What follows belongs to an exercise in optimizing a design on an open flow for small area; a production flow would make more cautious choices. In this exercise RTL edits were held to simulation tests only and were not proved equivalent to the original. Power and IR drop assume default switching activity.

==> design/flow/design.v <==
module UART_Register_Top(
    input               PCLK,
    input               PRESETn,
    output              irqreq,
    input       [31:0]  PADDR,
    input               PSEL,
    input               PENABLE,
    input               PWRITE,
    input       [31:0]  PWDATA,
    output              PREADY,
    output      [31:0]  PRDATA,
    output              PSLVERR,
    input               RxD,
    output              TxD
);
assign PREADY  = 1'b1;
assign PSLVERR = 1'b0;
wire       acc    = PSEL & PENABLE;
wire       a_lo   = (PADDR[7:3] == 5'd0);
wire       wr_acc = acc & PWRITE & a_lo;
wire       tx_push = wr_acc & (PADDR[2:0] == 3'd0);
wire       cr0_wr  = wr_acc & (PADDR[2:0] == 3'd3);
wire       cr1_wr  = wr_acc & (PADDR[2:0] == 3'd4);
reg  [9:0] div;
wire       tick = div[9] & ~div[8] & ~div[7] & ~div[6] & div[5] & div[4] &
                  ~div[3] & div[0];
always @(posedge PCLK or negedge PRESETn)
    if (~PRESETn) div <= 10'd627;
    else          div <= {div[8], div[7], div[6] | tick, div[5:0],
                          div[9] ^ div[2]};
reg  [127:0] mem;
reg  [4:0]   tidx;
wire         tx_empty = tidx[4];
wire         tx_full  = (tidx == 5'd15);
wire [7:0]   head     = mem[tidx[3:0]*8 +: 8];
wire         tx_done;
wire         tx_pop   = ((cr0_wr & PWDATA[0]) | tx_done) & ~tx_empty;
wire         tx_shift = tx_push & (~tx_full | tx_pop);
wire         t_up     = tx_push & ~tx_pop & ~tx_full;
wire         t_dn     = tx_pop & ~tx_push;
wire [7:0]   tx_din   = tx_full ? mem[127:120] : PWDATA[7:0];
always @(posedge PCLK)
    if (tx_shift) mem <= {mem[119:0], tx_din};
always @(posedge PCLK or negedge PRESETn)
    if (~PRESETn)                          tidx <= 5'h1f;
    else                                   tidx <= tidx + {{4{t_dn}}, t_up | t_dn};
reg  [7:0] txbuf;
always @(posedge PCLK or negedge PRESETn)
    if (~PRESETn)    txbuf <= 8'd0;
    else if (tx_pop) txbuf <= head;
reg  [3:0] ts, tc;
assign     tx_done = (ts == 4'd1);
wire       t_wait  = (ts == 4'd2) | tx_done;
wire       t_run   = ts[3] | (ts == 4'd7) | (ts == 4'd0);
wire [7:0] tsc = {ts, tc} + {7'd0, t_run & tick};
always @(posedge PCLK or negedge PRESETn)
    if (~PRESETn) begin
        ts <= 4'd2; tc <= 4'd0;
    end else begin
        tc <= tsc[3:0];
        ts <= t_wait ? (tx_pop ? 4'd7 : 4'd2) : tsc[7:4];
    end
assign TxD = ts[3] ? txbuf[ts[2:0]] : (ts != 4'd7);
reg  [3:0] rs, rc;
wire       r_done = (rs == 4'd1);
wire       r_ad   = (rs == 4'd2);
wire       r_run  = rs[3] | (rs == 4'd7) | (rs == 4'd0);
wire [4:0] rcn    = {1'b0, rc} + {4'd0, r_run & tick};
wire       r_step = rcn[4] | r_done | ((rs == 4'd5) & tick) | ((rs == 4'd6) & ~RxD);
always @(posedge PCLK or negedge PRESETn)
    if (~PRESETn) begin
        rs <= 4'd5; rc <= 4'd0;
    end else begin
        rc <= rcn[3:0];
        rs <= rs + {2'd0, r_ad, r_ad | r_step};
    end
reg        s0, s1;
reg  [7:0] rdata;
wire       rbit = s1 & (RxD | s0);
always @(posedge PCLK) begin
    if (tick & (rc == 4'd7)) s0 <= RxD;
    if (tick & (rc == 4'd8)) s1 <= RxD;
    if (tick & (rc == 4'd9) & rs[3]) rdata <= {rbit, rdata[7:1]};
end
reg  [7:0] rxbuf;
reg        stopb;
always @(posedge PCLK or negedge PRESETn)
    if (~PRESETn)    begin rxbuf <= 8'd0; stopb <= 1'b0; end
    else if (r_done) begin rxbuf <= rdata; stopb <= RxD; end
assign irqreq = r_done;
reg  [7:0] cr0;
reg  [4:0] cr1;
always @(posedge PCLK or negedge PRESETn)
    if (~PRESETn)    cr0 <= 8'd0;
    else if (cr0_wr) cr0 <= PWDATA[7:0];
always @(posedge PCLK or negedge PRESETn)
    if (~PRESETn)    cr1 <= 5'd0;
    else if (cr1_wr) cr1 <= PWDATA[4:0];
wire       st0 = r_ad;
reg        st1, st3;
always @(posedge PCLK or negedge PRESETn)
    if (~PRESETn) begin
        st1 <= 1'b0; st3 <= 1'b0;
    end else begin
        st1 <= tx_empty;
        st3 <= r_done & ~stopb;
    end
reg  [7:0] rd8;
always @(*)
    case (PADDR[7:0])
        8'h00:   rd8 = txbuf;
        8'h01:   rd8 = rxbuf;
        8'h03:   rd8 = cr0;
        8'h04:   rd8 = {3'd0, cr1};
        8'h05:   rd8 = {4'd0, st3, st1, st1, st0};
        default: rd8 = 8'd0;
    endcase
assign PRDATA = {24'd0, rd8};
endmodule
==> design/flow/flow/run.sh <==
#!/bin/bash
# Own layout flow: the standard flow (standard synthesis unchanged),
# with buf_1 port buffers, one tie cell per constant instead of one per
# constant output, and a clock tree of clkbuf_4 cells (clusters of at most
# 10 flip-flops) without dummy loads. make's full output goes to
# flow_make.log here; ORFS keeps each step's log under orfs/logs/.
set -euo pipefail
CTS="-sink_clustering_enable -repair_clock_nets -dont_use_dummy_load"
CTS="$CTS -buf_list sky130_fd_sc_hd__clkbuf_4"
CTS="$CTS -sink_clustering_size 10 -sink_clustering_max_diameter 50"
bash standard.sh \
    "BUFFER_PORTS_ARGS=-buffer_cell sky130_fd_sc_hd__buf_1" \
    "CTS_ARGS=$CTS" \
    SKIP_REPAIR_TIE_FANOUT=1 \
    "POST_RESIZE_TCL=$PWD/flow/resize_post.tcl" \
    finish > flow_make.log 2>&1
test -f out/final.def
==> design/flow/flow/resize_post.tcl <==
# After the standard post-placement repair_design: downsize cells on paths
# with positive slack (all of them at this clock), then repair max slew and
# max capacitance again.
log_cmd repair_timing -recover_power 100 -verbose
log_cmd estimate_parasitics -placement
repair_design_helper
==> design/flow/standard.sh <==
#!/bin/bash
# synth_recipe.tcl (not shown) runs the flow's synth.tcl, then flattens the netlist and writes it again
# the make line also repeats each setting of config.mk as NAME=value (left out here)
make -C /OpenROAD-flow-scripts/flow DESIGN_CONFIG=/design/flow/config.mk WORK_HOME=/design/flow/orfs CLKGATE_MAP_FILE= SYNTH_SCRIPT=/design/flow/synth_recipe.tcl "${@:-finish}"
==> design/flow/config.mk <==
export PLATFORM = sky130hd
export DESIGN_NAME = UART_Register_Top
export DESIGN_NICKNAME = UART_Register_Top
export VERILOG_FILES = /design/flow/design.v
export SDC_FILE = /design/flow/constraint.sdc
export NUM_CORES = 4
export LEC_CHECK = 0
export CAP_MARGIN = 20
export CORE_MARGIN = 2
export CORE_UTILIZATION = 60
export SLEW_MARGIN = 20
==> design/flow/constraint.sdc <==
create_clock -name core_clock -period 10.0 [get_ports {PCLK}]
set_input_delay 2.0000 -clock core_clock [delete_from_list [all_inputs] [get_ports {PCLK}]]
set_output_delay 2.0000 -clock core_clock [all_outputs]
set_load 0.01 [all_outputs]
==> notes.md, run 1 <==
status=complete, no violations; HP Class=reg2reg; placed cell count=676; fillers=980; DRT Pass-1 Iters=4; final hold vios=0; CTS buffer count=24; CTS tree=done; Post-Synthesis Cells=507; async set-reset flop share out of synthesis=31.3%; Synth area leaders=edfxtp_1 (49%), dfrtp_1 (14%), mux4_2 (9.0%); Post-synth EDFFs=138; Worst-path clk slew=0.11 ns; PortBufs=31; syn_nets=589; share of the synthesized area in the top cell type=48.9%; layout cells sized above 1=23.8%; Tcrit/Tclk final=59.5%; pin count of the biggest net entering global routing=63; setup TNS=0 ns; Avg Cell Area, Syn=16.7 sq um; vias=4263; CTS max path bufs=3; Pleak=3.22 nW; crit-path max FO=8; vias per cell=6.08; CP Cell Sequence=buf_1 > nor4_1 > nand2b_1 > nor4b_1 > a22oi_1 > nand2_1 > buf_1; Total Routing Usage GR=20.8%; Crit. End Element=output port; Routed WL=14800 microns; Yosys reg bits=201; post_cts resized=0; Max VDD drop=0.0978 mV; Die W=123 microns; CTS sink cnt=201; Total Die Area=15100 sq um; overflow left after global routing=0; unrepaired setup endpoints after global routing=false; num rows=43; Post-DP Area=8590 sq um; initial antenna violation count=1; WL per Instance=21.1 microns; DRC violations left=0; Netlist cell types=52; final cell count without fillers=701; Critical Path AT=3.95 ns; Psw=0.274 mW; GPL Wtd Cong=0.766; Die Ht=123 microns; Comb power frac=3.5%; Detailed Place HPWL=9530 microns; NumNets Final=604; Clock power frac=27.6%; Period minus WS final=5.95 ns; DR iter-0 viols=391; maxcap violations=0; postcts setup bufs=0; Final Skew=0.0305 ns; Antenna Violating Nets Remaining=0; Final Instance Area=8780 sq um; clk root buf=clkbuf_4; core box area=13800 sq um; worst-margin pin slew=1.02 ns; Worst-Skew Late Latency=0.63 ns; Net Sw Frac=21.3%; critical path's most frequent cell=buf_1; sequential area share after synthesis=67.7%; crit path launch type=input pin; Critical Path RT=8.00 ns; Ys Warns=1; first-pass GRT wire length=23700 microns; slowest cell on the critical path=nor4b_1; Pint=1.01 mW; final setup fails=0; power density over the cells=146 nW/um^2; # hold bufs at CTS=0; Slew Viols, Final=0; pre-CTS WS=4.07 ns; Min Hold Slack=0.363 ns; htree depth=1; Starting Density=61.3%; Primary FF master, synth=edfxtp_1; Slew HR=30.8%; Mapped Area=8480 sq um; # IOs=106; vias in the first global route=4285; CP Class=in2out; fmax=168 MHz; Area Overhead vs Synth=3.60%; worst stage delay on the critical path=0.56 ns; largest area contributor in the netlist=edfxtp_1; sequential share of power=68.9%; setup ws final=4.05 ns
[sequential cells by signal, indices dropped and copies added (netlist names), 4 cells and up]
register,count
cr0,8
cr1,5
div,10
mem,128
rc,4
rdata,8
rs,4
rxbuf,8
tc,4
tidx,5
ts,4
txbuf,8
[cells by family (layout without fill, tap and decap cells)]
family	count (synthesis)	count (layout)	synth area share, %
adders and majority gates	12	12	1.95
DFF	201	201	67.7
buffers and inverters	58	71	3.93
xor gates and xnor gates	12	12	1.24
other	2	3	0.0886
muxes	79	79	15.0
AOI/OAI and AO/OA	50	50	4.15
and+or+nand+nor	93	93	5.99
[power by group through the flow]
stage | logic (mW) | clock network [mW] | registers [mW]
after floorplan | 0.0372 | 0 | 0.903
after global placement | 0.0441 | 0 | 0.904
after detailed placement | 0.0454 | 0 | 0.904
after CTS | 0.0454 | 0.375 | 0.886
after global routing | 0.0494 | 0.406 | 0.887
final | 0.0445 | 0.355 | 0.886
[worst paths after layout]
path,cells after the start,startpoint,to,slack [ns]
worst min-delay path,0,div[5]$_DFF_PN1_,div[6]$_DFF_PN1_,0.36
min in group asynchronous,2,PRESETn,cr0[1]$_DFFE_PN0N_,1.43
worst max-delay path,7,PADDR[5],PRDATA[6],4.05
max in group asynchronous,3,PRESETn,rs[2]$_DFF_PN1_,7.93
worst min register to register,0,div[5]$_DFF_PN1_,div[6]$_DFF_PN1_,0.36
worst max register to register,12,tidx[2]$_DFF_PN1_,tidx[4]$_DFF_PN1_,6.77
[metrics by stage]
step	util, %	power, mW
2_1_floorplan	-	0.940
3_3_place_gp	62.0	0.948
3_5_place_dp	62.2	0.950
4_1_cts	63.5	1.31
5_1_grt	63.5	1.34
6_report	63.5	1.29
[layout make-up]
| class | instances | area (sq um) | share of cell area (%) |
|---|---|---|---|
| Multi-Input combinational cell | 248 | 2400 | 27.4 |
| Tap cell | 180 | 225 | 2.56 |
| Timing Repair Buffer | 38 | 199 | 2.27 |
| Clock buffer | 24 | 180 | 2.05 |
| Antenna cell | 1 | 2.50 | 0.0285 |
| Inverter | 9 | 33.8 | 0.385 |
| Sequential cell | 201 | 5740 | 65.3 |
[routing by layer]
metal  up-vias  wire [microns]  GRT usage, %  part of all wire (%)
li1       1949               -             -                     -
met4         0             303          5.39                   2.0
met2       102            7020          30.9                    47
met5         -               0             0                     0
met3        23             723          3.81                   4.9
met1      2189            6750          32.2                    46
[synthesized netlist by cell type, types with 2 or more instances]
cell        n
a31oi_1     3
clkbuf_1   14
o21a_1      2
a21o_1      3
xnor2_1     6
mux4_2     34
nor2_1     20
o21ai_0     5
nand3_1     6
fa_1        2
a21oi_1     6
dfstp_2    14
xor2_1      6
edfxtp_1  138
dfrtp_1    49
inv_1       9
nor4b_1     3
ha_1       10
and2_1      2
nand4_1     3
nand2_1    27
a311oi_1    2
buf_2       5
mux2_2     41
nor4_1      2
nor3_1      5
nand2b_1    4
and3_1      3
buf_4      29
a22oi_1    23
conb_1      2
nor2b_1     4
a211oi_1    2
nand3b_1    2
mux2i_1     4
[layout by cell type, fill, tap and decap left out, drive strengths merged, types with 4 or more instances in the layout]
cell,count
ha,10
mux2i,4
a22oi,23
nor2,21
xor2,6
clkbuf,29
nor2b,4
mux4,34
nand2,27
a21oi,6
nor3,6
o21ai,5
nand3,6
edfxtp,138
buf,33
xnor2,6
dfstp,14
inv,9
nand2b,4
mux2,41
dfrtp,49
[worst max-delay path: cells and delay by family]
| family | cells | cell delay, ns |
|---|---|---|
| simple gates | 4 | 1.53 |
| buf+inv | 2 | 0.22 |
| compound gates | 1 | 0.20 |
==> run 2: changes to the inputs <==
--- a/design/flow/design.v
+++ b/design/flow/design.v
@@ -76,9 +76,9 @@
     end
-reg        s0, s1;
+reg        s1;
 reg  [7:0] rdata;
-wire       rbit = s1 & (RxD | s0);
+wire       rbit = s1 & (RxD | rdata[0]);
 always @(posedge PCLK) begin
-    if (tick & (rc == 4'd7)) s0 <= RxD;
     if (tick & (rc == 4'd8)) s1 <= RxD;
     if (tick & (rc == 4'd9) & rs[3]) rdata <= {rbit, rdata[7:1]};
+    else if (tick & (rc == 4'd7) & rs[3]) rdata[0] <= RxD;
 end
--- a/design/flow/flow/run.sh
+++ b/design/flow/flow/run.sh
@@ -8,3 +8,3 @@
 CTS="-sink_clustering_enable -repair_clock_nets -dont_use_dummy_load"
-CTS="$CTS -buf_list sky130_fd_sc_hd__clkbuf_4"
+CTS="$CTS -buf_list {sky130_fd_sc_hd__clkbuf_4 sky130_fd_sc_hd__clkbuf_8}"
 CTS="$CTS -sink_clustering_size 10 -sink_clustering_max_diameter 50"
@@ -14,3 +14,2 @@
     SKIP_REPAIR_TIE_FANOUT=1 \
-    "POST_RESIZE_TCL=$PWD/flow/resize_post.tcl" \
     finish > flow_make.log 2>&1
removed: design/flow/flow/resize_post.tcl
==> run 2 against run 1 <==
Compared with the run above: still clean; core utilization about the same; global-route usage grew 0.26 points; register-to-register slack worse by 0.28 ns; sequential cell count fell by 1; sequential power fell by 0.5%; combinational power grew 1%; critical path depth did not move; worst hold slack gained 0.0062 ns; synthesized cell count decreased by 0.20%; cell count decreased by 1.6%; routed wire length shrank 2.2%; via count shrank 0.54%; critical path type unchanged; largest cell class unchanged; highest routed layer unchanged.
==> notes.md, run 2 <==
PortBufs=31 (unchanged); hold path start=div[4]$_DFF_PN1_; critical path's most frequent cell=buf_1; syn_nets=588 (-0.17%); Worst-Skew Late Latency=0.45 ns (-0.18 ns); Post-synth top cells=edfxtp_1 (137), dfrtp_1 (49), mux2_2 (42); vias per cell=6.14 (+1.0%); vias=4240 (-0.54%); Tcrit/Tclk final=57.3% (-2.3 points); Total Die Area=15000 sq um (-0.35%); worst stage delay on the critical path=0.60 ns (+0.04 ns); # IOs=106 (unchanged); status=complete, no violations; Antenna Violating Nets Remaining=0 (unchanged); # hold bufs at CTS=0 (unchanged); CP Cell Sequence=buf_1 > nor4_4 > nand2b_1 > nor4b_1 > a22oi_1 > nand2_1 > buf_1; final hold vios=0 (unchanged); Final Skew=0.0231 ns (-0.00739 ns); pin count of the biggest net entering global routing=73 (+16%); crit-path max FO=8 (unchanged); DRT Pass-1 Iters=5 (+1); slowest cell on the critical path=nor4b_1; antenna cells=0 (-1); Slew Viols, Final=0 (unchanged); Critical Path AT=3.73 ns (-0.22 ns); Avg Cell Area, Syn=16.7 sq um (-0.16%); unrepaired setup endpoints after global routing=false; Min Hold Slack=0.369 ns (+0.00618 ns); Worst Reg-to-Reg Cells=6 (-6); GPL Wtd Cong=0.735 (-4.0%); final setup fails=0 (unchanged); worst reg2reg startpoint=tidx[2]$_DFF_PN1_; Post-synth EDFFs=137 (-0.72%); max FFs per register=128 (unchanged); Primary FF master, synth=edfxtp_1; power density over the cells=149 nW/um^2 (+1.6%); Buf/Inv on CP=2 (unchanged); overflow left after global routing=0 (unchanged); WL per Instance=21.0 microns (-0.64%); post_cts resized=0 (unchanged); Post-DP Area=8540 sq um (-0.63%); postcts setup bufs=0 (unchanged); Total Routing Usage GR=21.1% (+0.26 points); core box area=13800 sq um (unchanged); Detailed Place HPWL=9390 microns (-1.5%); WP depth=7 (unchanged); Yosys reg bits=200 (-0.50%); Largest Register=mem; Die Ht=123 microns (-0.18%); num rows=43 (unchanged); Mapped Area=8450 sq um (-0.35%); layout cells sized above 1=23.9% (+0.075 points); Post-Synthesis Cells=506 (-0.20%); share of the synthesized area in the top cell type=48.7% (-0.18 points); Netlist cell types=48 (-7.7%); CTS buffer count=17 (-29%); NumNets Final=594 (-1.7%); Worst-path clk slew=0.07 ns (-0.04 ns); HP Class=reg2reg; fmax=175 MHz (+4.0%); Starting Density=61.1% (-0.22 points); count leader, synth=edfxtp_1; DR iter-0 viols=449 (+15%); Synth area leaders=edfxtp_1 (49%), dfrtp_1 (15%), mux4_2 (9.1%); CTS tree=done; Slew HR=39.0% (+8.2 points); Die W=123 microns (-0.18%); Ys Warns=1 (unchanged); DRC violations left=0 (unchanged); vias in the first global route=4075 (-4.9%); worst-margin pin slew=0.912 ns (-0.111 ns); Area Overhead vs Synth=4.00%; final cell count without fillers=690 (-1.6%); Period minus WS final=5.73 ns (-0.227 ns); hold depth=0 (unchanged); crit path launch type=input pin; largest registers=mem (128), div (10); Crit. End Element=output port; largest area contributor in the netlist=edfxtp_1; placed cell count=673 (-0.44%); commonest non-fill, non-tap cells in the layout=edfxtp_1 (137), dfrtp_1 (49), mux2_2 (42), mux4_2 (34), buf_1 (30); first-pass GRT wire length=23000 microns (-2.8%); CTS sink cnt=200 (-0.50%); Critical Path RT=8.00 ns (about the same); htree depth=4 (+3); CP top delay family=simple AND/OR/NAND/NOR gates; Final Instance Area=8780 sq um (about the same); CP Class=in2out; initial antenna violation count=0 (-1); Pleak=3.19 nW (-0.99%); setup TNS=0 ns (unchanged); most common cell after layout, fill and taps aside=edfxtp_1; worst setup path startpoint=PADDR[5]; sequential area share after synthesis=67.6% (-0.11 points); maxcap violations=0 (unchanged); Pwr Total=1.31 mW (+1.7%); clk root buf=clkbuf_8; CTS max path bufs=2 (-1); Max VDD drop=0.114 mV (+16%); async set-reset flop share out of synthesis=31.5% (+0.16 points); Routed WL=14500 microns (-2.2%)
## run 2: cell count changes in the layout (fill, tap and decap cells not counted), sizes merged, moves of 2 or more
| cell | change |
|---|---|
| clkbuf | -11 |
| a311oi | -2 |
| xnor2 | +2 |
| or4b | -2 |
| a31oi | +2 |
| nand2 | -2 |
## run 2: layout make-up
| type | instances | area, sq um |
|---|---|---|
| clock buffer | 17 | 234 |
| fill | 983 | 5040 |
| inverter | 9 | 33.8 |
| multi-input combinational | 249 | 2430 |
| sequential | 200 | 5710 |
| tap | 180 | 225 |
| timing repair buffer | 35 | 148 |
## run 2: metal layers
layer / GRT usage, % / wire (microns)
met1: 31.6 / 6810
met2: 31.4 / 6980
met3: 4.46 / 534
met4: 6.90 / 148
met5: 0 / 0
## run 2: cell families (layout without fill, tap and decap cells)
| family | count (synthesis) | after routing | share of synthesized area, % |
|---|---|---|---|
| AOI/OAI and AO/OA | 52 | 52 | 4.27 |
| xor gates and xnor gates | 13 | 13 | 1.35 |
| adders and majority gates | 12 | 12 | 1.96 |
| buffers and inverters | 57 | 61 | 3.87 |
| DFF | 200 | 200 | 67.6 |
| muxes | 80 | 80 | 15.1 |
| other | 2 | 2 | 0.0889 |
| and+or+nand+nor | 90 | 90 | 5.75 |
## run 2: worst reg2reg max path, delay by kind of cell, from the launching register on
kind                   cells  cell delay [ns]
buffers and inverters      3             1.52
DFF                        1             0.65
and+or+nand+nor            2             0.56
AOI/OAI and AO/OA          1             0.36
## run 2: stage by stage
step | utilization [%] | worst slack, ns
floorplan | - | 2.73
global placement | 61.8 | 4.35
detailed placement | 61.8 | 4.33
CTS | 63.5 | 4.26
global route | 63.5 | 4.07
finish | 63.5 | 4.27
## run 2: path summary, 6_finish.rpt
check	to	slack, ns
worst min register to register	div[5]$_DFF_PN1_	0.37
max in group asynchronous	div[8]$_DFF_PN0_	7.73
worst max register to register	mem[6]$_DFFE_PP_	6.49
worst max-delay path	PRDATA[7]	4.27
worst min-delay path	div[5]$_DFF_PN1_	0.37
min in group asynchronous	ts[2]$_DFF_PN0_	1.72
## run 2: report_power, final
group          switching [mW]  internal, mW  leakage (nW)
registers             0.00271         0.879          2.05
logic                  0.0282        0.0169          1.02
clock network           0.229         0.151         0.122
==> run 3: changes to the inputs <==
--- a/design/flow/flow/run.sh
+++ b/design/flow/flow/run.sh
@@ -8,3 +8,3 @@
 CTS="-sink_clustering_enable -repair_clock_nets -dont_use_dummy_load"
-CTS="$CTS -buf_list {sky130_fd_sc_hd__clkbuf_4 sky130_fd_sc_hd__clkbuf_8}"
+CTS="$CTS -buf_list sky130_fd_sc_hd__clkbuf_8"
 CTS="$CTS -sink_clustering_size 10 -sink_clustering_max_diameter 50"
==> run 3 against run 2 <==
Compared with the run above: sequential power about the same; non-clock buffer count unchanged; maximum frequency unchanged; clock-buffer cell count unchanged; critical path depth unchanged; clock skew is the same; cell count did not move; global-route usage unchanged; routed wire length is the same; critical path type unchanged; critical endpoint unchanged.
==> notes.md, run 3 <==
final setup fails=0 (unchanged); Routed WL=14500 microns (unchanged); initial antenna violation count=0 (unchanged); Mapped Area=8450 sq um (unchanged); Final Skew=0.0231 ns (unchanged); Total Routing Usage GR=21.1% (unchanged); core box area=13800 sq um (unchanged); Starting Density=61.1% (unchanged); sequential standard cell area=5710 sq um (unchanged); Die Ht=123 microns (unchanged); Tcrit/Tclk final=57.3% (unchanged); most common cell after layout, fill and taps aside=edfxtp_1; DRC violations left=0 (unchanged); crit path launch type=input pin; GPL Wtd Cong=0.735 (unchanged); largest registers=mem (128), div (10); htree depth=4 (unchanged); vias=4240 (unchanged); CTS buffer count=17 (unchanged); Area Overhead vs Synth=4.00% (unchanged); Antenna Violating Nets Remaining=0 (unchanged); worst-margin pin slew=0.912 ns (unchanged); pre-CTS WS=4.33 ns (unchanged); async set-reset flop share out of synthesis=31.5% (unchanged); sequential area share after synthesis=67.6% (unchanged); Critical Path AT=3.73 ns (about the same); Synth area leaders=edfxtp_1 (49%), dfrtp_1 (15%), mux4_2 (9.1%); Worst-Skew Late Latency=0.45 ns (about the same); power density over the cells=149 nW/um^2 (unchanged); vias in the first global route=4075 (unchanged); setup ws final=4.27 ns (unchanged); # hold bufs at CTS=0 (unchanged); crit-path max FO=8 (unchanged); Post-synth top cells=edfxtp_1 (137), dfrtp_1 (49), mux2_2 (42); Netlist cell types=48 (unchanged); Max VDD drop=0.114 mV (unchanged); DR iter-0 viols=449 (unchanged); area of the multi-input gates=2430 sq um (unchanged); unrepaired setup endpoints after global routing=false; vias per cell=6.14 (unchanged); first-pass GRT wire length=23000 microns (unchanged); status=complete, no violations; Worst-path clk slew=0.07 ns (about the same); final hold vios=0 (unchanged); # IOs=106 (unchanged); CTS sink cnt=200 (unchanged); flop-to-flop setup slack=6.49 ns (about the same); Crit. End Element=output port; antenna cells=0 (unchanged); largest area contributor in the netlist=edfxtp_1; layout cells sized above 1=23.9% (unchanged); clk root buf=clkbuf_8; fmax=175 MHz (unchanged); max FFs per register=128 (unchanged); pin count of the biggest net entering global routing=73 (unchanged); commonest non-fill, non-tap cells in the layout=edfxtp_1 (137), dfrtp_1 (49), mux2_2 (42), mux4_2 (34), buf_1 (30); HP Class=reg2reg; Die W=123 microns (unchanged); Pleak=3.19 nW (unchanged); DRT Pass-1 Iters=5 (unchanged); Slew HR=39.0% (unchanged); Avg Cell Area, Syn=16.7 sq um (unchanged); CTS max path bufs=2 (unchanged); setup TNS=0 ns (unchanged); CTS tree=done; Yosys reg bits=200 (unchanged); Ys Warns=1 (unchanged); WL per Instance=21.0 microns (unchanged); Primary FF master, synth=edfxtp_1; postcts setup bufs=0 (unchanged); Period minus WS final=5.73 ns (unchanged); Detailed Place HPWL=9390 microns (unchanged); overflow left after global routing=0 (unchanged); Total Die Area=15000 sq um (unchanged); Post-Synthesis Cells=506 (unchanged); Slew Viols, Final=0 (unchanged); CP Class=in2out; syn_nets=588 (unchanged); Critical Path RT=8.00 ns (about the same); maxcap violations=0 (unchanged); count leader, synth=edfxtp_1; Largest Register=mem; PortBufs=31 (unchanged); post_cts resized=0 (unchanged); NumNets Final=594 (unchanged); num rows=43 (unchanged); share of the synthesized area in the top cell type=48.7% (unchanged); fillers=983 (unchanged); Post-synth EDFFs=137 (unchanged)
## run 3: cell counts in the layout (fill, tap and decap cells not counted)
Identical to the previous run, type by type.
## run 3: metal layers
metal | vias to the layer above | track usage (%) | wire (microns) | part of all wire [%]
li1 | 1916 | - | - | -
met1 | 2229 | 31.6 | 6810 | 47
met2 | 84 | 31.4 | 6980 | 48
met3 | 11 | 4.46 | 534 | 3.7
met4 | 0 | 6.90 | 148 | 1.0
met5 | - | 0 | 0 | 0
## run 3: final cells by class
cell class | instances | share of cell area (%)
tap | 180 | 2.56
multi-input combinational | 249 | 27.7
sequential | 200 | 65.0
clock buffer | 17 | 2.66
timing repair buffer | 35 | 1.68
inverter | 9 | 0.385
## run 3: kinds of logic after synthesis
kind of cell    Yosys count  synth area share, %
compound gates           52                 4.27
xor+xnor                 13                 1.35
fa+ha+maj                12                 1.96
buf+inv                  57                 3.87
flops                   200                 67.6
mux                      80                 15.1
other cells               2               0.0889
simple gates             90                 5.75
## run 3: worst max-delay path, cell delays in order
cell	delay, ns
buf_1	0.10
nor4_4	0.33
nand2b_1	0.24
nor4b_1	0.60
a22oi_1	0.20
nand2_1	0.12
buf_1	0.15
## run 3: worst paths after layout
path | startpoint | endpoint | cells after the start
worst max-delay path | PADDR[5] | PRDATA[7] | 7
worst min-delay path | div[4]$_DFF_PN1_ | div[5]$_DFF_PN1_ | 0
worst max register to register | tidx[2]$_DFF_PN1_ | mem[6]$_DFFE_PP_ | 6
worst min register to register | div[4]$_DFF_PN1_ | div[5]$_DFF_PN1_ | 0
max in group asynchronous | PRESETn | div[8]$_DFF_PN0_ | 2
min in group asynchronous | PRESETn | ts[2]$_DFF_PN0_ | 2
## run 3: stage by stage
stage | util (%) | hold WS [ns] | cells | power, mW | area, sq um
2_1_floorplan | - | 0.351 | 506 | 0.936 | 8450
3_3_place_gp | 61.8 | 0.356 | 673 | 0.945 | 8540
3_5_place_dp | 61.8 | 0.359 | 673 | 0.946 | 8540
4_1_cts | 63.5 | 0.370 | 690 | 1.32 | 8770
5_1_grt | 63.5 | 0.372 | 690 | 1.35 | 8780
6_report | 63.5 | 0.369 | 690 | 1.31 | 8780
## run 3: where the power goes
part	total (mW)	internal [mW]	switching, mW	leakage (nW)
logic	0.0451	0.0169	0.0282	1.02
registers	0.882	0.879	0.00271	2.05
clock network	0.380	0.151	0.229	0.122
total	1.31	1.05	0.260	3.19
==> run 4: changes to the inputs <==
--- a/design/flow/design.v
+++ b/design/flow/design.v
@@ -52,3 +52,3 @@
 assign     tx_done = (ts == 4'd1);
-wire       t_wait  = (ts == 4'd2) | tx_done;
+wire       t_wait  = (ts == 4'd6) | tx_done;
 wire       t_run   = ts[3] | (ts == 4'd7) | (ts == 4'd0);
@@ -57,6 +57,6 @@
     if (~PRESETn) begin
-        ts <= 4'd2; tc <= 4'd0;
+        ts <= 4'd6; tc <= 4'd0;
     end else begin
         tc <= tsc[3:0];
-        ts <= t_wait ? (tx_pop ? 4'd7 : 4'd2) : tsc[7:4];
+        ts <= t_wait ? {3'b011, tx_pop} : tsc[7:4];
     end
@@ -76,9 +76,9 @@
     end
-reg        s1;
+reg        s0, s1;
 reg  [7:0] rdata;
-wire       rbit = s1 & (RxD | rdata[0]);
+wire       rbit = s1 & (RxD | s0);
 always @(posedge PCLK) begin
+    if (tick & (rc == 4'd7)) s0 <= RxD;
     if (tick & (rc == 4'd8)) s1 <= RxD;
     if (tick & (rc == 4'd9) & rs[3]) rdata <= {rbit, rdata[7:1]};
-    else if (tick & (rc == 4'd7) & rs[3]) rdata[0] <= RxD;
 end
--- a/design/flow/flow/run.sh
+++ b/design/flow/flow/run.sh
@@ -8,3 +8,3 @@
 CTS="-sink_clustering_enable -repair_clock_nets -dont_use_dummy_load"
-CTS="$CTS -buf_list sky130_fd_sc_hd__clkbuf_8"
+CTS="$CTS -buf_list sky130_fd_sc_hd__clkbuf_4"
 CTS="$CTS -sink_clustering_size 10 -sink_clustering_max_diameter 50"
--- a/design/flow/config.mk
+++ b/design/flow/config.mk
@@ -7,5 +7,5 @@
 export LEC_CHECK = 0
-export CAP_MARGIN = 20
+export CAP_MARGIN = 0
 export CORE_MARGIN = 2
 export CORE_UTILIZATION = 60
-export SLEW_MARGIN = 20
+export SLEW_MARGIN = 0
==> run 4 against run 3 <==
Compared with the run above: non-clock buffer count rose by 1; sequential power rose by 0.6%; clock-buffer cell count grew 7; combinational power is essentially flat; sequential share of layout area is 0.76 points higher; worst setup slack worse by 0.18 ns; global-route usage shrank 0.33 points; cell count rose by 0.87%; area after synthesis is essentially flat.
==> notes.md, run 4 <==
status=complete, no violations; Total Die Area=15000 sq um (about the same); Antenna Violating Nets Remaining=0 (unchanged); Netlist cell types=46 (-4.2%); Slew HR=31.6% (-7.3 points); post_cts resized=0 (unchanged); # hold bufs at CTS=0 (unchanged); CTS sink cnt=201 (+0.50%); Primary FF master, synth=edfxtp_1; Post-synth top cells=edfxtp_1 (138), dfrtp_1 (48), mux2_2 (42); DRC violations left=0 (unchanged); initial antenna violation count=1 (+1); CP top delay family=simple AND/OR/NAND/NOR gates; CP Class=in2out; CP Cell Sequence=buf_1 > or4_4 > or2_2 > nor4b_1 > a22oi_1 > nand2_1 > buf_1; power density over the cells=147 nW/um^2 (-0.88%); core box area=13800 sq um (unchanged); unrepaired setup endpoints after global routing=false; Post-synth EDFFs=138 (+0.73%); count leader, synth=edfxtp_1; Total Routing Usage GR=20.7% (-0.33 points); Slew Viols, Final=0 (unchanged); DR iter-0 viols=335 (-25%); num rows=43 (unchanged); vias in the first global route=4322 (+6.1%); most common cell after layout, fill and taps aside=edfxtp_1; final hold vios=0 (unchanged); final setup fails=0 (unchanged); Yosys reg bits=201 (+0.50%); CTS max path bufs=3 (+1); overflow left after global routing=0 (unchanged); share of the synthesized area in the top cell type=49.0% (+0.33 points); Die Ht=123 microns (about the same); Routed WL=15000 microns (+3.4%); CTS buffer count=24 (+7); Tcrit/Tclk final=59.0% (+1.8 points); Critical Path RT=8.00 ns (about the same); Starting Density=61.1% (about the same); htree depth=1 (-3); HP Class=reg2reg; Critical Path AT=3.90 ns (+0.17 ns); layout cells sized above 1=25.2% (+1.3 points); syn_nets=586 (-0.34%); postcts setup bufs=0 (unchanged); Worst-Skew Late Latency=0.61 ns (+0.16 ns); Crit. End Element=output port; Mapped Area=8450 sq um (about the same); Avg Cell Area, Syn=16.8 sq um (+0.44%); Die W=123 microns (about the same); Period minus WS final=5.90 ns (+0.177 ns); Pleak=3.09 nW (-3.1%); GPL Wtd Cong=0.774 (+5.2%); Max VDD drop=0.107 mV (-6.1%); Final Skew=0.0566 ns (+0.0335 ns); fillers=997 (+1.4%); PortBufs=31 (unchanged); Area Overhead vs Synth=3.32%; CTS tree=done; commonest non-fill, non-tap cells in the layout=edfxtp_1 (138), dfrtp_1 (48), mux2_2 (42), mux4_2 (34), buf_1 (30); setup TNS=0 ns (unchanged); crit path launch type=input pin; maxcap violations=0 (unchanged); fmax=169 MHz (-3.0%); Detailed Place HPWL=9430 microns (+0.37%); Largest Register=mem; vias=4203 (-0.87%); # IOs=106 (unchanged); Final Instance Area=8730 sq um (-0.61%); vias per cell=6.04 (-1.7%); worst-margin pin slew=1.03 ns (+0.113 ns); Post-DP Area=8550 sq um (about the same); Synth area leaders=edfxtp_1 (49%), dfrtp_1 (14%), mux4_2 (9.1%); Buf/Inv on CP=2 (unchanged); critical path's most frequent cell=buf_1; worst stage delay on the critical path=0.53 ns (-0.07 ns); clk root buf=clkbuf_4; sequential area share after synthesis=67.9% (+0.34 points); async set-reset flop share out of synthesis=31.3% (-0.16 points); largest area contributor in the netlist=edfxtp_1; DRT Pass-1 Iters=4 (-1); largest registers=mem (128), div (10); Worst-path clk slew=0.10 ns (+0.03 ns); Post-Synthesis Cells=504 (-0.40%); pin count of the biggest net entering global routing=82 (+12%); Ys Warns=1 (unchanged); first-pass GRT wire length=23500 microns (+2.0%); WL per Instance=21.5 microns (+2.5%); crit-path max FO=9 (+1); max FFs per register=128 (unchanged); slowest cell on the critical path=or4_4; NumNets Final=599 (+0.84%)
run 4: cell families (layout without fill, tap and decap cells):
| logic type | after synthesis | in the layout | synth area share [%] |
|---|---|---|---|
| multiplexers | 80 | 80 | 15.1 |
| AND/OR/NAND/NOR | 89 | 89 | 5.61 |
| buffers and inverters | 58 | 69 | 3.88 |
| other | 2 | 3 | 0.0889 |
| adder cells (fa/ha/maj) | 12 | 12 | 1.95 |
| AO/OA/AOI/OAI | 49 | 49 | 4.06 |
| flip-flops | 201 | 201 | 67.9 |
| XOR/XNOR | 13 | 13 | 1.35 |
run 4: worst paths after layout:
kind | cells after the start | startpoint | to | slack (ns)
max | 7 | PADDR[5] | PRDATA[5] | 4.10
min reg2reg | 0 | div[0]$_DFF_PN1_ | div[1]$_DFF_PN1_ | 0.37
max in group asynchronous | 2 | PRESETn | txbuf[4]$_DFFE_PN0P_ | 7.84
max reg2reg | 6 | tidx[2]$_DFF_PN1_ | mem[88]$_DFFE_PP_ | 6.68
min | 0 | div[0]$_DFF_PN1_ | div[1]$_DFF_PN1_ | 0.37
min in group asynchronous | 2 | PRESETn | div[3]$_DFF_PN0_ | 1.55
run 4: layout make-up:
| class | instances | area (sq um) | area share, % |
|---|---|---|---|
| sequential | 201 | 5740 | 65.7 |
| multi-input combinational | 245 | 2390 | 27.4 |
| tap | 180 | 225 | 2.58 |
| clock buffer | 24 | 180 | 2.06 |
| timing repair buffer | 36 | 155 | 1.78 |
| inverter | 9 | 33.8 | 0.387 |
| antenna | 1 | 2.50 | 0.0287 |
run 4: per-stage QoR:
step / power [mW] / worst slack, ns / instances / hold WS [ns] / util [%]
after floorplan: 0.941 / 0.130 / 504 / 0.351 / -
after global placement: 0.950 / 4.14 / 671 / 0.354 / 61.8
after detailed placement: 0.951 / 4.09 / 671 / 0.357 / 61.8
after CTS: 1.31 / 4.09 / 695 / 0.372 / 63.1
after global routing: 1.35 / 3.90 / 696 / 0.382 / 63.1
final: 1.29 / 4.10 / 696 / 0.373 / 63.1
run 4: power by group:
part	internal, mW	total, mW	switching, mW
clock	0.111	0.356	0.245
sequential	0.884	0.887	0.00301
combinational	0.0178	0.0451	0.0272
run 4: worst register-to-register path, stage by stage, from the launching register on:
cell and delay, ns:
dfstp_2 1.14, nand4_1 0.17, or2_2 0.46, nor2_1 0.22
a21oi_4 0.07, buf_4 0.31, buf_4 0.51
run 4: per-layer routing:
metal  vias to the layer above  track usage (%)  routed length (microns)  share of wire [%]
met5                         -                0                        0                  0
met2                        75             32.8                     7330                 49
met3                        14             3.62                      553                3.7
met4                         0             4.45                      190                1.3
li1                       1923                -                        -                  -
met1                      2191             30.8                     6900                 46
==> run 5: changes to the inputs <==
--- a/design/flow/config.mk
+++ b/design/flow/config.mk
@@ -7,5 +7,5 @@
 export LEC_CHECK = 0
-export CAP_MARGIN = 0
+export CAP_MARGIN = 20
 export CORE_MARGIN = 2
 export CORE_UTILIZATION = 60
-export SLEW_MARGIN = 0
+export SLEW_MARGIN = 20
==> run 5 against run 4 <==
Compared with the run above: core utilization unchanged; sequential cell count is the same; combinational power is essentially flat; non-clock buffer count did not move; register-to-register slack about the same; maximum frequency is the same; power is the same; worst setup slack unchanged; sequential power about the same; critical path depth stayed put; synthesized cell count unchanged; via count is the same.
==> notes.md, run 5 <==
status=complete, no violations; HP Class=reg2reg; worst stage delay on the critical path=0.53 ns (about the same); Largest Register=mem; pin count of the biggest net entering global routing=82 (unchanged); Avg Cell Area, Syn=16.8 sq um (unchanged); count leader, synth=edfxtp_1; Critical Path AT=3.90 ns (about the same); commonest non-fill, non-tap cells in the layout=edfxtp_1 (138), dfrtp_1 (48), mux2_2 (42), mux4_2 (34), buf_1 (30); post_cts resized=0 (unchanged); core box area=13800 sq um (unchanged); CTS sink cnt=201 (unchanged); Area Overhead vs Synth=3.32% (unchanged); Crit. End Element=output port; CTS buffer count=24 (unchanged); fmax=169 MHz (unchanged); Clock power frac=27.6% (about the same); syn_nets=586 (unchanged); vias per cell=6.04 (unchanged); worst-margin pin slew=1.03 ns (unchanged); Starting Density=61.1% (unchanged); WL per Instance=21.5 microns (unchanged); Post-synth top cells=edfxtp_1 (138), dfrtp_1 (48), mux2_2 (42); CP Cell Sequence=buf_1 > or4_4 > or2_2 > nor4b_1 > a22oi_1 > nand2_1 > buf_1; postcts setup bufs=0 (unchanged); Comb power frac=3.5% (about the same); CTS max path bufs=3 (unchanged); DRT Pass-1 Iters=4 (unchanged); Total Routing Usage GR=20.7% (unchanged); Period minus WS final=5.90 ns (unchanged); num rows=43 (unchanged); Pleak=3.09 nW (unchanged); sequential area share after synthesis=67.9% (unchanged); crit path launch type=input pin; PortBufs=31 (unchanged); vias=4203 (unchanged); sequential share of power=68.9% (about the same); overflow left after global routing=0 (unchanged); Worst-Skew Late Latency=0.61 ns (about the same); vias in the first global route=4322 (unchanged); # hold bufs at CTS=0 (unchanged); Pint=1.01 mW (unchanged); largest area contributor in the netlist=edfxtp_1; unrepaired setup endpoints after global routing=false; Slew Viols, Final=0 (unchanged); GPL Wtd Cong=0.774 (unchanged); crit-path max FO=9 (unchanged); final hold vios=0 (unchanged); Net Sw Frac=21.4% (unchanged); CTS tree=done; critical path's most frequent cell=buf_1; Max VDD drop=0.107 mV (unchanged); Psw=0.275 mW (unchanged); Ys Warns=1 (unchanged); most common cell after layout, fill and taps aside=edfxtp_1; largest registers=mem (128), div (10); Final Instance Area=8730 sq um (unchanged); share of the synthesized area in the top cell type=49.0% (unchanged); async set-reset flop share out of synthesis=31.3% (unchanged); Worst-path clk slew=0.10 ns (about the same); maxcap violations=0 (unchanged); Antenna Violating Nets Remaining=0 (unchanged); # IOs=106 (unchanged); Final Skew=0.0566 ns (unchanged); Critical Path RT=8.00 ns (about the same); layout cells sized above 1=25.2% (unchanged); clk root buf=clkbuf_4; slowest cell on the critical path=or4_4; NumNets Final=599 (unchanged); Mapped Area=8450 sq um (unchanged); Primary FF master, synth=edfxtp_1; Die Ht=123 microns (unchanged); Post-Synthesis Cells=504 (unchanged); max FFs per register=128 (unchanged); Die W=123 microns (unchanged); Yosys reg bits=201 (unchanged); DR iter-0 viols=335 (unchanged); DRC violations left=0 (unchanged); Post-DP Area=8550 sq um (unchanged); Routed WL=15000 microns (unchanged); Pwr Total=1.29 mW (unchanged); Slew HR=31.6% (unchanged); Netlist cell types=46 (unchanged); Detailed Place HPWL=9430 microns (unchanged); final setup fails=0 (unchanged); CP Class=in2out; Post-synth EDFFs=138 (unchanged); htree depth=1 (unchanged); power density over the cells=147 nW/um^2 (unchanged); Synth area leaders=edfxtp_1 (49%), dfrtp_1 (14%), mux4_2 (9.1%); initial antenna violation count=1 (unchanged); first-pass GRT wire length=23500 microns (unchanged); Total Die Area=15000 sq um (unchanged); Tcrit/Tclk final=59.0% (unchanged); setup TNS=0 ns (unchanged)
run 5: cell counts in the layout (fill, tap and decap cells not counted):
No cell type changed its count.
run 5: final cells by class:
class	count	area (sq um)
Sequential cell	201	5740
Fill cell	997	5100
Multi-Input combinational cell	245	2390
Tap cell	180	225
Clock buffer	24	180
Timing Repair Buffer	36	155
Inverter	9	33.8
Antenna cell	1	2.50
run 5: stage by stage:
step / utilization [%] / worst slack (ns) / instances / hold slack (ns)
after floorplan: - / 0.130 / 504 / 0.351
after global placement: 61.8 / 4.14 / 671 / 0.354
after detailed placement: 61.8 / 4.09 / 671 / 0.357
after CTS: 63.1 / 4.09 / 695 / 0.372
after global routing: 63.1 / 3.90 / 696 / 0.382
final: 63.1 / 4.10 / 696 / 0.373
run 5: power groups by stage:
stage | combinational [mW] | clock (mW) | sequential (mW)
5_1_grt | 0.0502 | 0.410 | 0.887
4_1_cts | 0.0462 | 0.374 | 0.887
3_5_place_dp | 0.0460 | 0 | 0.905
3_3_place_gp | 0.0456 | 0 | 0.905
6_report | 0.0451 | 0.356 | 0.887
2_1_floorplan | 0.0384 | 0 | 0.903
run 5: path summary, 6_finish.rpt:
kind                            cells past startpoint              endpoint         startpoint  slack, ns
min in group asynchronous                           2      div[3]$_DFF_PN0_            PRESETn       1.55
worst min-delay path                                0      div[1]$_DFF_PN1_   div[0]$_DFF_PN1_       0.37
worst max register to register                      6     mem[88]$_DFFE_PP_  tidx[2]$_DFF_PN1_       6.68
worst min register to register                      0      div[1]$_DFF_PN1_   div[0]$_DFF_PN1_       0.37
worst max-delay path                                7             PRDATA[5]           PADDR[5]       4.10
max in group asynchronous                           2  txbuf[4]$_DFFE_PN0P_            PRESETn       7.84
run 5: logic make-up (layout without fill, tap and decap cells):
family          Yosys count  in the layout  synth area share (%)
compound gates           49             49                  4.06
xor+xnor                 13             13                  1.35
fa+ha+maj                12             12                  1.95
buf+inv                  58             69                  3.88
flops                   201            201                  67.9
mux                      80             80                  15.1
other cells               2              3                0.0889
simple gates             89             89                  5.61
run 5: worst max-delay path: cells and delay by family:
kind,cells,cell delay [ns]
buffers and inverters,2,0.23
AO/OA/AOI/OAI,1,0.14
AND/OR/NAND/NOR,4,1.53
run 5: per-layer routing:
layer / GRT usage, % / wire, microns
met4: 4.45 / 190
met2: 32.8 / 7330
met5: 0 / 0
met3: 3.62 / 553
met1: 30.8 / 6900

## port drivers added, routing unchanged
No port has a modelled driver above. Below, the same layouts with a new extraction and two added sets of constraints. Step 1, drivers: a clkbuf_16 drives PCLK and a buf_2 each remaining input, both assumed. Step 2 also shifts input and output timing later by t, the mid clock arrival at the registers, as if the neighbouring blocks saw the same clock. Slacks: ideal / step 1 / step 2; pairs: ideal / step 1.
| run | t, ns | slack for setup (ns) | worst hold slack (ns) | worst setup path after step 2 | slew at the worst register clock pin (ns) |
|---|---|---|---|---|---|
| run 1 | 0.649 | 4.046 / 4.027 / 4.027 | 0.363 / 0.363 / 0.363 | input to output | 0.11 / 0.11 |
| run 2 | 0.479 | 4.273 / 4.248 / 4.248 | 0.369 / 0.369 / 0.369 | input to output | 0.09 / 0.09 |
| run 3 | 0.479 | 4.273 / 4.248 / 4.248 | 0.369 / 0.369 / 0.369 | input to output | 0.09 / 0.09 |
| run 4 | 0.625 | 4.096 / 4.076 / 4.076 | 0.373 / 0.373 / 0.373 | input to output | 0.11 / 0.11 |
| run 5 | 0.625 | 4.096 / 4.076 / 4.076 | 0.373 / 0.373 / 0.373 | input to output | 0.11 / 0.11 |
After both steps every run listed still meets setup and hold.
